This is an optimization exercise on Yosys and OpenROAD, whose aim is small area and a short achievable clock period, not a production implementation. Where RTL was checked, it was by simulation tests only, not by an equivalence proof against the original. Power and IR drop assume default switching activity.

Design System_Top, start of the top module:
module System_Top #(parameter WIDTH = 8, ADDR = 4 , ALU_FUN_WD = 4) (
input    wire                CONTROL_EN,
input    wire                CLKDIV_EN,
input    wire                CLK,
input    wire                RST,
input    wire                WrEn,
input    wire                RdEn,
input    wire   [ADDR-1:0]   Address,
input    wire   [WIDTH-1:0]  WrData,
output   reg    [WIDTH-1:0]  RdData,
output   reg                 SYS_OUT,
output   reg                 SYS_VLD
);
clock: 11.0 ns
lec_check: 0
abc_area: 1
cap_margin: 20
core_margin: 2
core_utilization: 60
cts_buf_list: sky130_fd_sc_hd__clkbuf_8
cts_cluster_diameter: 100
cts_cluster_size: 25
slew_margin: 20
standard.sh (not shown) runs the stock make flow with config.mk's settings and CLKGATE_MAP_FILE= SYNTH_SCRIPT=/design/flow/synth_recipe.tcl, a recipe that flattens the netlist after the stock synthesis.
==> flow/flow/run.sh <==
#!/bin/bash
# The standard ORFS layout (standard.sh), run with these make settings on top of
# config.mk: ADDER_MAP_FILE= SETUP_SLACK_MARGIN=7.72
# ADDER_MAP_FILE empty skips synthesis's adder-extraction step, so abc maps the arithmetic;
# SETUP_SLACK_MARGIN makes timing repair aim for extra setup slack. Each make run logs to its
# own file here; ORFS keeps every tool's log under orfs/logs.
set -euo pipefail
KNOBS="ADDER_MAP_FILE= SETUP_SLACK_MARGIN=7.72"
bash standard.sh $KNOBS synth > make_synth.log 2>&1
bash standard.sh $KNOBS finish > make_finish.log 2>&1
Rerun with:
- CORE_UTILIZATION: 60 -> 65
After rerunning: Maximum frequency goes down by 5.8%; via count goes up by 5.3%; core utilization goes up by 7.4 points; worst hold slack gains 0.0048 ns; total power goes up by 5.5%; clock skew goes down by 0.0046 ns; routed wire length goes up by about 8%; count of clock-buffer cells in the layout goes down by 2; die area goes down by 7.5%; worst setup slack loses 0.20 ns.
Rerun with:
--- a/flow/flow/run.sh
+++ b/flow/flow/run.sh
@@ -3 +3 @@
-# config.mk: ADDER_MAP_FILE= SETUP_SLACK_MARGIN=7.72
+# config.mk: ADDER_MAP_FILE= SETUP_SLACK_MARGIN=7.6
@@ -8 +8 @@
-KNOBS="ADDER_MAP_FILE= SETUP_SLACK_MARGIN=7.72"
+KNOBS="ADDER_MAP_FILE= SETUP_SLACK_MARGIN=7.6"
- CORE_UTILIZATION: 65 -> 60
The changed run went through all stages and came out clean.
Worst hold slack is worse by 0.0063 ns.
Wire length fell by a little under a tenth.
Setup slack is better by 0.066 ns.
Register-to-register slack is better by 0.37 ns.
Clock-buffer cell count rose by 1.
Design area goes down by a few percent.
Global-route usage goes down by 4.3 points.
Total power fell by roughly a tenth.
Fmax grows slightly.
Rerun with:
--- a/flow/flow/run.sh
+++ b/flow/flow/run.sh
@@ -3 +3 @@
-# config.mk: ADDER_MAP_FILE= SETUP_SLACK_MARGIN=7.6
+# config.mk: ADDER_MAP_FILE= SETUP_SLACK_MARGIN=7.67
@@ -8 +8 @@
-KNOBS="ADDER_MAP_FILE= SETUP_SLACK_MARGIN=7.6"
+KNOBS="ADDER_MAP_FILE= SETUP_SLACK_MARGIN=7.67"
- CORE_UTILIZATION: 60 -> 65
Power rose slightly.
Routed wire length shrinks slightly.
Cell area stays flat.
Sequential power barely changes.
Synthesized cell count stays the same.
Rerun with:
- CORE_UTILIZATION: 65 -> 55
Area after synthesis stays the same; wire length came out higher by a few percent; worst hold slack loses 0.0056 ns; global-route usage came out lower by 3.6 points; total power came out higher slightly; core utilization came out lower by 10 points.
Rerun with:
- CORE_UTILIZATION: 55 -> 60
Maximum frequency came out higher by about 0.6%.
Power came out higher by about 1.3%.
Final area came out higher by 1.3%.
Global-route usage came out higher by 1.4 points.
Via count came out higher by about 2%.
Final cell count came out lower by 1.1%.

---

The RTL this note starts from:
==> flow/design.v <==
module System_Top #(parameter WIDTH = 8, ADDR = 4 , ALU_FUN_WD = 4) (
input    wire                CONTROL_EN,
input    wire                CLKDIV_EN,
input    wire                CLK,
input    wire                RST,
input    wire                WrEn,
input    wire                RdEn,
input    wire   [ADDR-1:0]   Address,
input    wire   [WIDTH-1:0]  WrData,
output   reg    [WIDTH-1:0]  RdData,
output   reg                 SYS_OUT,
output   reg                 SYS_VLD
);
reg [7:0] regArr [0:15];
integer I;
always @(posedge CLK or negedge RST)
 begin
  if (!RST)
   begin
    for (I = 0; I < 16; I = I + 1)
      regArr[I] <= 8'd0;
   end
  else if (WrEn && !RdEn)
    regArr[Address] <= WrData;
 end
always @(posedge CLK)
 begin
  if (RST && RdEn && !WrEn)
    RdData <= regArr[Address];
 end
wire [7:0] A     = regArr[0];
wire [7:0] B     = regArr[1];
wire [15:0] CFG  = {regArr[3], regArr[2]};
wire       PAR_EN  = regArr[4][0];
wire       PAR_TYP = regArr[4][1];
wire [7:0] RATIO = regArr[5];
reg  [6:0] dv_count;
reg        div_clk;
reg        odd_tog;
wire       is_odd   = RATIO[0];
wire [6:0] half     = RATIO[7:1];
wire [6:0] half_m1  = half - 7'd1;
wire       ratio_ok = |RATIO[7:1];
wire       dv_en    = CLKDIV_EN & ratio_ok;
wire       flip     = is_odd ? (odd_tog ? (dv_count == half_m1) : (dv_count == half))
                             : (dv_count == half_m1);
always @(posedge CLK or negedge RST)
 begin
  if (!RST)
   begin
    dv_count <= 7'd0;
    div_clk  <= 1'b0;
    odd_tog  <= 1'b1;
   end
  else if (dv_en)
   begin
    if (flip)
     begin
      dv_count <= 7'd0;
      div_clk  <= ~div_clk;
      if (is_odd)
        odd_tog <= ~odd_tog;
     end
    else
      dv_count <= dv_count + 7'd1;
   end
 end
wire tick = ~dv_en | (flip & ~div_clk);
localparam [1:0] C_IDLE = 2'd0, C_CHK = 2'd1, C_WH = 2'd2, C_WL = 2'd3;
reg  [1:0] cphase;
reg  [3:0] op;
wire       alu_en = (cphase == C_CHK) & CFG[op];
always @(posedge CLK or negedge RST)
 begin
  if (!RST)
   begin
    cphase <= C_IDLE;
    op     <= 4'd0;
   end
  else
   case (cphase)
    C_IDLE: if (CONTROL_EN) cphase <= C_CHK;
    C_CHK:  if (CFG[op]) cphase <= C_WH;
            else begin
              op <= op + 4'd1;
              if (op == 4'd15) cphase <= C_IDLE;
            end
    C_WH:   if (SYS_VLD) cphase <= C_WL;
    C_WL:   if (!SYS_VLD) begin
              op <= op + 4'd1;
              cphase <= (op == 4'd15) ? C_IDLE : C_CHK;
            end
   endcase
 end
reg  [7:0] res;
wire       is_sub = (op != 4'd0);
wire [8:0] sum    = {1'b0, A} + {1'b0, B ^ {8{is_sub}}} + {8'd0, is_sub};
wire       a_lt   = ~sum[8];
wire       a_eq   = (A == B);
wire [7:0] mul_lo = A * B[3:0];
wire [3:0] mul_hi = A[3:0] * B[7:4];
wire       q7 = ({7'd0, A[7]} >= B);
wire [0:0] r7 = q7 ? (A[7] - B[0]) : A[7];
wire [1:0] t6 = {r7, A[6]};
wire       q6 = ({6'd0, t6} >= B);
wire [1:0] r6 = q6 ? (t6 - B[1:0]) : t6;
always @(*)
 begin
  case (op)
   4'd0:  res = sum[7:0];
   4'd1:  res = sum[7:0];
   4'd2:  res = mul_lo;
   4'd3:  res = {A[5:0], q7, q6};
   4'd4:  res = A & B;
   4'd5:  res = A | B;
   4'd6:  res = ~(A & B);
   4'd7:  res = ~(A | B);
   4'd8:  res = A ^ B;
   4'd9:  res = ~(A ^ B);
   4'd10: res = {7'd0, a_eq};
   4'd11: res = {7'd0, ~a_lt & ~a_eq};
   4'd12: res = {6'd0, a_lt, a_lt};
   4'd13: res = {1'b0, A[7:1]};
   4'd14: res = {A[6:0], 1'b0};
   default: res = 8'd0;
  endcase
 end
localparam [2:0] S_NONE = 3'd0, S_MUL = 3'd1, S_DIV1 = 3'd2, S_DIV2 = 3'd3, S_DIV3 = 3'd4;
reg  [2:0] seq;
reg  [7:0] Q;       
reg  [6:0] R;       
reg  [7:0] Bc;      
wire [7:0] ta = {R, Q[7]};
wire       qa = (ta >= Bc);
wire [7:0] da = ta - Bc;
wire [6:0] ra = qa ? da[6:0] : ta[6:0];
wire [7:0] tb = {ra, Q[6]};
wire       qb = (tb >= Bc);
wire [7:0] db = tb - Bc;
wire [6:0] rb = qb ? db[6:0] : tb[6:0];
wire       div_last = (seq == S_DIV3);
reg  [3:0] ust;
reg        valid;
wire       in_data = ust[3];
always @(posedge CLK or negedge RST)
 begin
  if (!RST)
   begin
    valid   <= 1'b0;
    seq     <= S_NONE;
    ust     <= 4'd0;
    SYS_VLD <= 1'b0;
    SYS_OUT <= 1'b0;
   end
  else
   begin
    if (alu_en)
      valid <= 1'b1;
    else if (tick)
      valid <= 1'b0;
    if (alu_en)
      seq <= (op == 4'd2) ? S_MUL : (op == 4'd3) ? S_DIV1 : S_NONE;
    else
      seq <= (seq == S_DIV1) ? S_DIV2 : (seq == S_DIV2) ? S_DIV3 : S_NONE;
    if (tick)
     begin
      SYS_VLD <= (ust != 4'd0);
      case (ust)
       4'd0:    SYS_OUT <= 1'b1;
       4'd1:    SYS_OUT <= 1'b0;
       4'd3:    SYS_OUT <= 1'b1;
       default: SYS_OUT <= div_last ? qb : Q[0];
      endcase
      case (ust)
       4'd0:    if (valid) ust <= 4'd1;
       4'd1:    ust <= 4'd8;
       4'd2:    ust <= 4'd3;
       4'd3:    ust <= 4'd0;
       4'd15:   ust <= PAR_EN ? 4'd2 : 4'd3;
       default: ust <= ust + 4'd1;
      endcase
     end
   end
 end
always @(posedge CLK)
 begin
  if (alu_en)
   begin
    Q  <= res;
    R  <= (op == 4'd2) ? {3'd0, mul_hi} : {5'd0, r6};
    Bc <= B;
   end
  else if (seq == S_MUL)
    Q[7:4] <= Q[7:4] + R[3:0];
  else if (seq == S_DIV1 || seq == S_DIV2 || (div_last && !(tick && in_data)))
   begin
    Q <= {Q[5:0], qa, qb};
    R <= rb;
   end
  else if (div_last)           
    Q <= {Q[5] ^ qb, Q[5:0], qa};
  else if (tick && in_data)
   begin
    if (ust == 4'd15)
      Q[0] <= Q[7] ^ PAR_TYP;
    else
      Q <= {Q[7] ^ Q[0], Q[7:1]};
   end
 end
endmodule
clock: 11.0 ns
lec_check: 0
abc_area: 1
cap_margin: 20
core_margin: 2
core_utilization: 40
slew_margin: 20
==> flow/flow/run.sh <==
#!/bin/bash
# The standard ORFS layout (standard.sh) with two changes: synthesis skips the
# adder-extraction step (ADDER_MAP_FILE empty, so abc maps the arithmetic), and timing
# repair aims for extra setup slack. Each make run logs to its own file here; ORFS keeps
# every tool's log under orfs/logs.
set -euo pipefail
KNOBS="ADDER_MAP_FILE= SETUP_SLACK_MARGIN=7.3"
bash standard.sh $KNOBS synth > make_synth.log 2>&1
bash standard.sh $KNOBS finish > make_finish.log 2>&1
Then changed:
==> flow/flow/run.sh (replaced) <==
#!/bin/bash
# The standard ORFS layout (standard.sh) with one change: timing
# repair aims for extra setup slack. Each make run logs to its own file here; ORFS keeps
# every tool's log under orfs/logs.
set -euo pipefail
KNOBS="SETUP_SLACK_MARGIN=7.3"
bash standard.sh $KNOBS synth > make_synth.log 2>&1
bash standard.sh $KNOBS finish > make_finish.log 2>&1
Result: The changed run passed the timing, design-rule and antenna checks. Cell count fell by 2.8%. Utilization rose by 0.58 points. Clock power rose by 4.3%. Setup slack degrades by 6.9 ps. Sequential share of layout area fell by 1.7 points. Clock skew hardly moves. Via count fell by 2.5%. Global-route usage rose by 0.43 points.
No run of this note included a check of the RTL's function; only the layout flow was run.

---

alpha:
Another version of the RTL of System_Top (not shown whole).
Size: ~1,400 cells after synthesis, roughly 28 I/O pins.
// System_Top
module System_Top #(parameter WIDTH = 8, ADDR = 4 , ALU_FUN_WD = 4) (
input    wire                CONTROL_EN,
input    wire                CLKDIV_EN,
input    wire                CLK,
input    wire                RST,
input    wire                WrEn,
input    wire                RdEn,
input    wire   [ADDR-1:0]   Address,
input    wire   [WIDTH-1:0]  WrData,
output   reg    [WIDTH-1:0]  RdData,
output   reg                 SYS_OUT,
output   reg                 SYS_VLD
);
clock: 11.0 ns
lec_check: 0
abc_area: 1
cap_margin: 20
core_margin: 2
core_utilization: 60
cts_buf_list: sky130_fd_sc_hd__clkbuf_8
cts_cluster_diameter: 100
cts_cluster_size: 25
slew_margin: 20
==> flow/flow/run.sh <==
#!/bin/bash
# The standard ORFS layout (standard.sh) with these changes:
#  - synthesis maps with abc using flow/abc_area.script (area-oriented standard-cell
#    mapping) in place of ORFS's abc_area.script; ORFS's scripts are copied to
#    scripts_mod/ and only that file is replaced;
#  - ADDER_MAP_FILE is empty, so synthesis skips the adder-extraction step and abc maps
#    the arithmetic too;
#  - SETUP_SLACK_MARGIN makes timing repair aim for extra setup slack.
# Registers, their names and cell types are those of the standard synthesis.
# Each make run logs to its own file here; ORFS keeps every tool's log under orfs/logs.
set -euo pipefail
rm -rf scripts_mod
cp -r "$FLOW_HOME/scripts" scripts_mod
cp flow/abc_area.script scripts_mod/abc_area.script
KNOBS="SCRIPTS_DIR=$PWD/scripts_mod ADDER_MAP_FILE= SETUP_SLACK_MARGIN=7.6"
bash standard.sh $KNOBS synth > make_synth.log 2>&1
bash standard.sh $KNOBS finish > make_finish.log 2>&1
==> flow/flow/abc_area.script <==
strash
dc2
dch
map -B 0.9
topo
stime -c
buffer -c
upsize -c
dnsize -c
alpha has completed all stages; timing, DRC and antenna checks passed.
Edits applied to the flow inputs when going from alpha to beta:
- CTS_BUF_LIST: sky130_fd_sc_hd__clkbuf_8 -> unset
- CTS_CLUSTER_SIZE: 25 -> 40
==> flow/flow/run.sh <==
#!/bin/bash
# The standard ORFS layout (standard.sh), run with these make settings on top of
# config.mk: ADDER_MAP_FILE= SETUP_SLACK_MARGIN=7.6
# ADDER_MAP_FILE empty skips synthesis's adder-extraction step, so abc maps the arithmetic;
# SETUP_SLACK_MARGIN makes timing repair aim for extra setup slack. Each make run logs to its
# own file here; ORFS keeps every tool's log under orfs/logs.
set -euo pipefail
KNOBS="ADDER_MAP_FILE= SETUP_SLACK_MARGIN=7.6"
bash standard.sh $KNOBS synth > make_synth.log 2>&1
bash standard.sh $KNOBS finish > make_finish.log 2>&1
removed: flow/flow/abc_area.script
==> results.txt <==
Summary — first-pass GRT wire length, beta relative to alpha: higher, by 4.8%. The time the worst path needs with I/O delays and setup of beta is lower than that of alpha. Comparing the two runs side by side, beta comes out ahead of alpha on aggregate routed wire length. Summed area of non-filler cells in the final layout, beta and alpha: smaller value in beta. sky130_fd_sc_hd__clkdlybuf4s50_1 as the worst-path cell with the longest stage delay was reported by beta, and sky130_fd_sc_hd__edfxtp_1 by alpha. Between beta and alpha, the net switching share of the total power does not differ in any meaningful way. Max worst max-slew margin expressed relative to the limit across beta and alpha: alpha.
diff inputs: beta => gamma
- setting CTS_BUF_LIST to sky130_fd_sc_hd__clkbuf_8 for the first time
- changing CAP_MARGIN from 20 to 5
- changing CTS_CLUSTER_SIZE from 40 to 25
- changing SLEW_MARGIN from 20 to 5
==> comparison <==
Taking beta as the reference, in gamma clock slew at the register clock pins of the worst setup and hold paths grew by 20 ps, count of cell instances traversed by the critical path grew by 2, relative area of clock buffers and inverters in the final design went down 1.5 points.
Delta (gamma minus beta): area growth from synthesis to final layout went down by 2.0 points, final standard cell area without fillers went down by about 1.8%, total global routing track utilization went down by 0.29 points.
Delta(first-pass GRT wire length, gamma - beta) < 0
beta was routed with more vias than gamma.
Total detailed-routing wirelength in gamma is 520 µm lower than in beta
Power per cell area (gamma over beta): decrease, about 2.8%

---

System_Top, a different RTL version from the one above (not shown whole).
clock: 11.0 ns
lec_check: 0
abc_area: 1
cap_margin: 20
core_margin: 2
core_utilization: 60
slew_margin: 20
==> flow/flow/run.sh <==
#!/bin/bash
# The standard ORFS layout (standard.sh), run with these make settings on top of
# config.mk: ADDER_MAP_FILE= SETUP_SLACK_MARGIN=7.6
# ADDER_MAP_FILE empty skips synthesis's adder-extraction step, so abc maps the arithmetic;
# SETUP_SLACK_MARGIN makes timing repair aim for extra setup slack. Each make run logs to its
# own file here; ORFS keeps every tool's log under orfs/logs.
set -euo pipefail
KNOBS="ADDER_MAP_FILE= SETUP_SLACK_MARGIN=7.6"
bash standard.sh $KNOBS synth > make_synth.log 2>&1
bash standard.sh $KNOBS finish > make_finish.log 2>&1
The first run ran to the end with no violations.
Change:
==> flow/run.sh (new file) <==
#!/bin/bash
# synth_recipe.tcl (not shown) runs the flow's synth.tcl, then flattens the netlist and writes it again
# the make line also repeats each setting of config.mk as NAME=value (left out here)
make -C /OpenROAD-flow-scripts/flow DESIGN_CONFIG=/design/flow/config.mk WORK_HOME=/design/flow/orfs CLKGATE_MAP_FILE= SYNTH_SCRIPT=/design/flow/synth_recipe.tcl finish
- SETUP_SLACK_MARGIN: not set -> 5
removed: flow/flow/run.sh
removed: flow/standard.sh
What happened:
- setup slack got worse by 1.4 ns
- register-to-register slack got worse by 1.5 ns
- flip-flop and latch count does not change
- wire length falls slightly
- cell area rises slightly
- clock power rises by a little under a tenth
- hold slack improved by 0.0044 ns
- total power rises by a few percent
- via count falls by a few percent
Change:
==> flow/flow/run.sh (new file) <==
#!/bin/bash
# The standard ORFS layout (standard.sh) with these changes:
#  - synthesis maps with abc using flow/abc_area.script (area-oriented standard-cell
#    mapping) in place of ORFS's abc_area.script; ORFS's scripts are copied to
#    scripts_mod/ and only that file is replaced;
#  - ADDER_MAP_FILE is empty, so synthesis skips the adder-extraction step and abc maps
#    the arithmetic too;
#  - SETUP_SLACK_MARGIN makes timing repair aim for extra setup slack.
# Registers, their names and cell types are those of the standard synthesis.
# Each make run logs to its own file here; ORFS keeps every tool's log under orfs/logs.
set -euo pipefail
rm -rf scripts_mod
cp -r "$FLOW_HOME/scripts" scripts_mod
cp flow/abc_area.script scripts_mod/abc_area.script
KNOBS="SCRIPTS_DIR=$PWD/scripts_mod ADDER_MAP_FILE= SETUP_SLACK_MARGIN=7.6"
bash standard.sh $KNOBS synth > make_synth.log 2>&1
bash standard.sh $KNOBS finish > make_finish.log 2>&1
==> flow/flow/abc_area.script (new file) <==
strash
dch
map -B 0.9
topo
==> flow/standard.sh (new file) <==
#!/bin/bash
# synth_recipe.tcl (not shown) runs the flow's synth.tcl, then flattens the netlist and writes it again
# the make line also repeats each setting of config.mk as NAME=value (left out here)
make -C /OpenROAD-flow-scripts/flow DESIGN_CONFIG=/design/flow/config.mk WORK_HOME=/design/flow/orfs CLKGATE_MAP_FILE= SYNTH_SCRIPT=/design/flow/synth_recipe.tcl "${@:-finish}"
- SETUP_SLACK_MARGIN: 5 -> not set
removed: flow/run.sh
Synthesized area decreases by 7.6%.
Count of clock-buffer cells in the layout increases by 3.
Routed wire length increases by 1.6%.

re-timing with driven ports:
The results above use ideal ports. As a check the final layouts listed here were re-extracted and re-timed, cells and wires unchanged.
Step 1 assumes that a clkbuf_16 drives the clock port and a buf_2 every other input.
Step 2 times the ports against the registers' clock, not the clock port: input delays grow and output delays shrink by t, the midpoint of the rising clock arrivals with the driver on.
a / b / c = ideal ports / drivers / drivers and shift; a / b = the first two.
run	t, ns	slack for setup (ns)	worst hold slack (ns)	worst slew at a driven data input, ns	pins driven straight from the clock port
the first run of note 1	0.506	7.716 / 7.679 / 7.173	0.479 / 0.479 / 0.479	0.07	1
the second run of note 1	0.528	7.512 / 7.512 / 7.185	0.484 / 0.484 / 0.484	0.04	1
the third run of note 1	0.506	7.578 / 7.593 / 7.091	0.478 / 0.478 / 0.478	0.04	1
the fourth run of note 1	0.513	7.629 / 7.646 / 7.133	0.484 / 0.484 / 0.484	0.05	1
the fifth run of note 1	0.524	7.646 / 7.603 / 7.187	0.478 / 0.478 / 0.478	0.04	1
the sixth run of note 1	0.522	7.666 / 7.623 / 7.235	0.471 / 0.471 / 0.471	0.05	1
the first run of note 2	0.486	7.383 / 7.335 / 6.929	0.486 / 0.486 / 0.486	0.04	1
the second run of note 2	0.489	7.376 / 7.328 / 6.968	0.473 / 0.473 / 0.473	0.04	1
alpha	0.518	7.084 / 7.084 / 7.057	0.498 / 0.498 / 0.498	0.06	1
beta	0.485	7.601 / 7.572 / 7.139	0.491 / 0.491 / 0.491	0.04	1
gamma	0.519	7.648 / 7.607 / 7.155	0.498 / 0.498 / 0.498	0.04	1
the first run of note 4	0.485	7.592 / 7.571 / 7.132	0.473 / 0.473 / 0.473	0.06	1
the second run of note 4	0.497	6.216 / 6.216 / 6.154	0.478 / 0.478 / 0.478	0.04	1
the third run of note 4	0.480	7.615 / 7.568 / 7.192	0.476 / 0.476 / 0.476	0.05	1
After both steps every run listed still meets setup and hold. For the first run of note 1, which loses most, drivers alone change the setup slack by -0.037 ns; drivers and shift together by -0.543 ns.
